This design comes from an exercise in tuning for small area on the open sky130 flow, not from production work. Function was checked by simulation only, so behaviour that the tests miss may differ from the original. Power figures rest on the tool's default switching activity, not on a simulated workload.

Setup of run 1:
Design finalproject, start of the top module:
module finalproject(clk, rst, rows, LEDs, columns, signalout, ss1, ss2, ss3, ss4, ss5, ss6);
Size: about 580 cells after synthesis, about 0.0042 sq mm of cells after synthesis.
Settings: LEC_CHECK=0, CAP_MARGIN=20, CORE_MARGIN=2, CORE_UTILIZATION=40, SLEW_MARGIN=20; clock period 10.0 ns.
standard.sh (not shown) runs the stock make flow with config.mk's settings and CLKGATE_MAP_FILE= SYNTH_SCRIPT=/design/flow/synth_recipe.tcl, a recipe that flattens the netlist after the stock synthesis.
==> flow/flow/run.sh <==
#!/bin/bash
# Layout flow: the standard synthesis, then the combinational logic between
# the flip-flops is re-mapped for area with ABC (flip-flops untouched: same
# instances, names and cell types), then the standard layout from
# floorplan to finish on the re-mapped netlist.
set -euo pipefail
HERE=$(pwd)
FLOWDIR=$HERE/flow
PLAT=${FLOW_PLATFORM:-sky130hd}
LIB=$FLOW_HOME/platforms/$PLAT/lib/sky130_fd_sc_hd__tt_025C_1v80.lib
RES=$HERE/orfs/results/$PLAT/finalproject/base
YOSYS=$(command -v yosys || echo "$FLOW_HOME/../tools/install/yosys/bin/yosys")

# Port buffers: the smallest buffer cell.
export BUFFER_PORTS_ARGS="-buffer_cell sky130_fd_sc_hd__buf_1"
# Clock tree without dummy load cells.
export CTS_ARGS="-sink_clustering_enable -repair_clock_nets -dont_use_dummy_load"

# 1. standard synthesis
bash standard.sh synth > "$HERE/log_1_synth.txt" 2>&1

# 2. re-map the logic: several ABC runs (random seeds of &deepsyn), keep the
#    smallest; then again from that one
cp "$RES/1_2_yosys.v" "$HERE/std_1_2_yosys.v"
python3 "$FLOWDIR/mkcells.py" "$LIB" "$HERE/cells_comb.v" > "$HERE/log_2_mkcells.txt" 2>&1
DONTUSE=""
for c in $(grep -o 'cell *( *"\?sky130_fd_sc_hd__\(lpflow_[a-z0-9_]*\|probec\?_p_8\)' "$LIB" | sed 's/.*sky130/sky130/' | sort -u); do
  DONTUSE="$DONTUSE -dont_use $c"
done
run_one() {
  local s=$1 in=$2 d=$HERE/resyn_$1
  mkdir -p "$d"
  sed -e "s/SEED/$s/" "$FLOWDIR/area.abc" > "$d/area.abc"
  sed -e "s#LIBFILE#$LIB#g" -e "s#CELLFILE#$HERE/cells_comb.v#" -e "s#INFILE#$in#" \
      -e "s#TOPNAME#$FLOW_TOP#" -e "s#DONTUSE#$DONTUSE#" -e "s#ABCSCRIPT#$d/area.abc#" \
      -e "s#STATFILE#$d/stat.txt#" -e "s#OUTFILE#$d/resyn.v#" "$FLOWDIR/resyn.ys" > "$d/resyn.ys"
  "$YOSYS" -l "$d/log.txt" -q "$d/resyn.ys" > /dev/null 2>&1 || true
}
# best of a set of seeds: prints "seed area"
best_of() {
  local best="" besta=""
  for s in "$@"; do
    local f=$HERE/resyn_$s/stat.txt
    [ -f "$f" ] && [ -s "$HERE/resyn_$s/resyn.v" ] || continue
    local a
    a=$(grep "Chip area for module" "$f" | awk '{print $NF}')
    echo "seed $s area $a" >> "$HERE/log_2_resyn_summary.txt"
    if [ -z "$best" ] || awk "BEGIN{exit !($a < $besta)}"; then best=$s; besta=$a; fi
  done
  echo "$best $besta"
}
run_pass() {
  local in=$1; shift
  for s in "$@"; do
    run_one $s "$in" &
    while [ "$(jobs -r | wc -l)" -ge "${NUM_CORES:-4}" ]; do sleep 1; done
  done
  wait
}
# pass 1 from the standard netlist, pass 2 from the best of pass 1
P1="0 1 2 3 4 5 6 7"
P2="10 11 12 13 14 15 16 17"
run_pass "$HERE/std_1_2_yosys.v" $P1
read B1 A1 < <(best_of $P1)
echo "pass 1: seed $B1 area $A1" >> "$HERE/log_2_resyn_summary.txt"
BEST=$B1
if [ -n "$B1" ]; then
  run_pass "$HERE/resyn_$B1/resyn.v" $P2
  read B2 A2 < <(best_of $P2)
  echo "pass 2: seed $B2 area $A2" >> "$HERE/log_2_resyn_summary.txt"
  if [ -n "$B2" ] && awk "BEGIN{exit !($A2 < $A1)}"; then BEST=$B2; fi
fi
echo "chosen seed $BEST" >> "$HERE/log_2_resyn_summary.txt"
if [ -n "$BEST" ]; then
  cp "$HERE/resyn_$BEST/resyn.v" "$RES/1_2_yosys.v"
  touch "$RES/1_2_yosys.v"
fi

# 3. standard layout on the re-mapped netlist (1_synth.odb is rebuilt from it)
bash standard.sh > "$HERE/log_3_layout.txt" 2>&1
Other scripts of this flow, unchanged in this note and not shown: flow/flow/area.abc, flow/flow/mkcells.py, flow/flow/resyn.ys
Run 1 has completed all stages; timing, DRC and antenna checks passed.
The following lists how run 2 was set up differently from run 1:
--- a/flow/flow/run.sh
+++ b/flow/flow/run.sh
@@ -61,2 +61,2 @@
-P1="0 1 2 3 4 5 6 7"
-P2="10 11 12 13 14 15 16 17"
+P1="$(seq -s ' ' 0 47)"
+P2="$(seq -s ' ' 50 73)"
==> summary.txt <==
In the reports for run 1 and run 2, the larger detailed-route wire length on metal 1 belongs to run 1.
Looking at combinational power share across run 1 and run 2, the one that comes out higher is run 1.
Between run 2 and run 1, it is run 2 whose horizontal die dimension is lower, by 0.59%.
Re via count of the routed design: run 2 is 49 down on run 1.
Compared with run 1, run 2 ends up with a smaller final cell area.
Cmp run 1 and run 2 / sequential share of layout area / higher: run 2
Inputs modified between run 2 and run 3:
--- a/flow/flow/run.sh
+++ b/flow/flow/run.sh
@@ -22 +22 @@
-# 2. re-map the logic: several ABC runs (random seeds of &deepsyn), keep the
+# 2. re-map the logic: many ABC runs (random seeds of &deepsyn), keep the
@@ -29,0 +30 @@
+# run_one TAG SEED INPUT: one ABC run (&deepsyn seed SEED) in resyn_TAG_SEED
@@ -31 +32 @@
-  local s=$1 in=$2 d=$HERE/resyn_$1
+  local d=$HERE/resyn_$1_$2
@@ -33,2 +34,2 @@
-  sed -e "s/SEED/$s/" "$FLOWDIR/area.abc" > "$d/area.abc"
-  sed -e "s#LIBFILE#$LIB#g" -e "s#CELLFILE#$HERE/cells_comb.v#" -e "s#INFILE#$in#" \
+  sed -e "s/SEED/$2/" "$FLOWDIR/area.abc" > "$d/area.abc"
+  sed -e "s#LIBFILE#$LIB#g" -e "s#CELLFILE#$HERE/cells_comb.v#" -e "s#INFILE#$3#" \
@@ -39,2 +40,9 @@
-# best of a set of seeds: prints "seed area"
-best_of() {
+# run_pass TAG INPUT SEEDS...: the runs of one pass, NUM_CORES at a time; then
+# prints the folder of the smallest result and its area
+run_pass() {
+  local tag=$1 in=$2; shift 2
+  for s in "$@"; do
+    run_one "$tag" "$s" "$in" &
+    while [ "$(jobs -r | wc -l)" -ge "${NUM_CORES:-4}" ]; do sleep 1; done
+  done
+  wait
@@ -43,2 +51,2 @@
-    local f=$HERE/resyn_$s/stat.txt
-    [ -f "$f" ] && [ -s "$HERE/resyn_$s/resyn.v" ] || continue
+    local d=$HERE/resyn_${tag}_$s
+    [ -f "$d/stat.txt" ] && [ -s "$d/resyn.v" ] || continue
@@ -46,3 +54,3 @@
-    a=$(grep "Chip area for module" "$f" | awk '{print $NF}')
-    echo "seed $s area $a" >> "$HERE/log_2_resyn_summary.txt"
-    if [ -z "$best" ] || awk "BEGIN{exit !($a < $besta)}"; then best=$s; besta=$a; fi
+    a=$(grep "Chip area for module" "$d/stat.txt" | awk '{print $NF}')
+    echo "pass $tag seed $s area $a" >> "$HERE/log_2_resyn_summary.txt"
+    if [ -z "$best" ] || awk "BEGIN{exit !($a < $besta)}"; then best=$d; besta=$a; fi
@@ -52,8 +59,0 @@
-run_pass() {
-  local in=$1; shift
-  for s in "$@"; do
-    run_one $s "$in" &
-    while [ "$(jobs -r | wc -l)" -ge "${NUM_CORES:-4}" ]; do sleep 1; done
-  done
-  wait
-}
@@ -61,11 +61,7 @@
-P1="$(seq -s ' ' 0 47)"
-P2="$(seq -s ' ' 50 73)"
-run_pass "$HERE/std_1_2_yosys.v" $P1
-read B1 A1 < <(best_of $P1)
-echo "pass 1: seed $B1 area $A1" >> "$HERE/log_2_resyn_summary.txt"
-BEST=$B1
-if [ -n "$B1" ]; then
-  run_pass "$HERE/resyn_$B1/resyn.v" $P2
-  read B2 A2 < <(best_of $P2)
-  echo "pass 2: seed $B2 area $A2" >> "$HERE/log_2_resyn_summary.txt"
-  if [ -n "$B2" ] && awk "BEGIN{exit !($A2 < $A1)}"; then BEST=$B2; fi
+read D1 A1 < <(run_pass p1 "$HERE/std_1_2_yosys.v" $(seq 0 95))
+echo "pass 1 best: $D1 area $A1" >> "$HERE/log_2_resyn_summary.txt"
+BEST=$D1
+if [ -n "$D1" ]; then
+  read D2 A2 < <(run_pass p2 "$D1/resyn.v" $(seq 0 31))
+  echo "pass 2 best: $D2 area $A2" >> "$HERE/log_2_resyn_summary.txt"
+  if [ -n "$D2" ] && awk "BEGIN{exit !($A2 < $A1)}"; then BEST=$D2; fi
@@ -73 +69 @@
-echo "chosen seed $BEST" >> "$HERE/log_2_resyn_summary.txt"
+echo "chosen: $BEST" >> "$HERE/log_2_resyn_summary.txt"
@@ -75 +71 @@
-  cp "$HERE/resyn_$BEST/resyn.v" "$RES/1_2_yosys.v"
+  cp "$BEST/resyn.v" "$RES/1_2_yosys.v"
Notes after the runs:
Run 3 completed every stage of the flow, and the final layout passed the timing, DRC and antenna checks. Looking at final clock period utilization by the worst path across run 2 and run 3, the one that comes out lower is run 3. Run 2 has a higher multi-input logic portion of the cell area than run 3. In run 3, the layout overhead on the synthesized area came out 0.31 points above the value in run 2. Looking at worst hold path depth, run 3 sits 1 lower than run 2 does. The run with more routed wire is run 2, not run 3. Compared with run 2, in run 3 total power decreased 7.0%; time the final worst path needs with I/O delays and setup decreased 470 ps; placeable core region decreased 0.45%; met3 track demand over resource in global routing increased 0.40 points.

-- separate check: timing with driven ports --
The flow's constraints put no driver on any port. The routed layouts listed below were extracted and timed again, unchanged, in two steps. Step 1 (the two cells are an assumption about what drives the block):
set clk [get_ports {clk}]
set_driving_cell -lib_cell sky130_fd_sc_hd__clkbuf_16 $clk
set_driving_cell -lib_cell sky130_fd_sc_hd__buf_2 [delete_from_list [all_inputs] $clk]
Step 2 adds t to the input delays and takes it off the output delays; t is the mean of the earliest and latest rising clock arrival at the registers after step 1. Input paths then give back, and output paths get back, about the clock's delay inside the block. Slacks: ideal / step 1 / step 2; pairs: ideal / step 1.
| run | t, ns | setup slack, ns | clock arrival spread, ns | cell pins on the clock port's net |
|---|---|---|---|---|
| run 1 | 0.374 | 4.798 / 4.764 / 5.138 | 0.039 / 0.039 | 1 |
| run 2 | 0.378 | 4.303 / 4.270 / 4.648 | 0.037 / 0.038 | 1 |
| run 3 | 0.371 | 4.772 / 4.740 / 5.111 | 0.028 / 0.028 | 1 |
After both steps setup and hold are still met in every run listed.
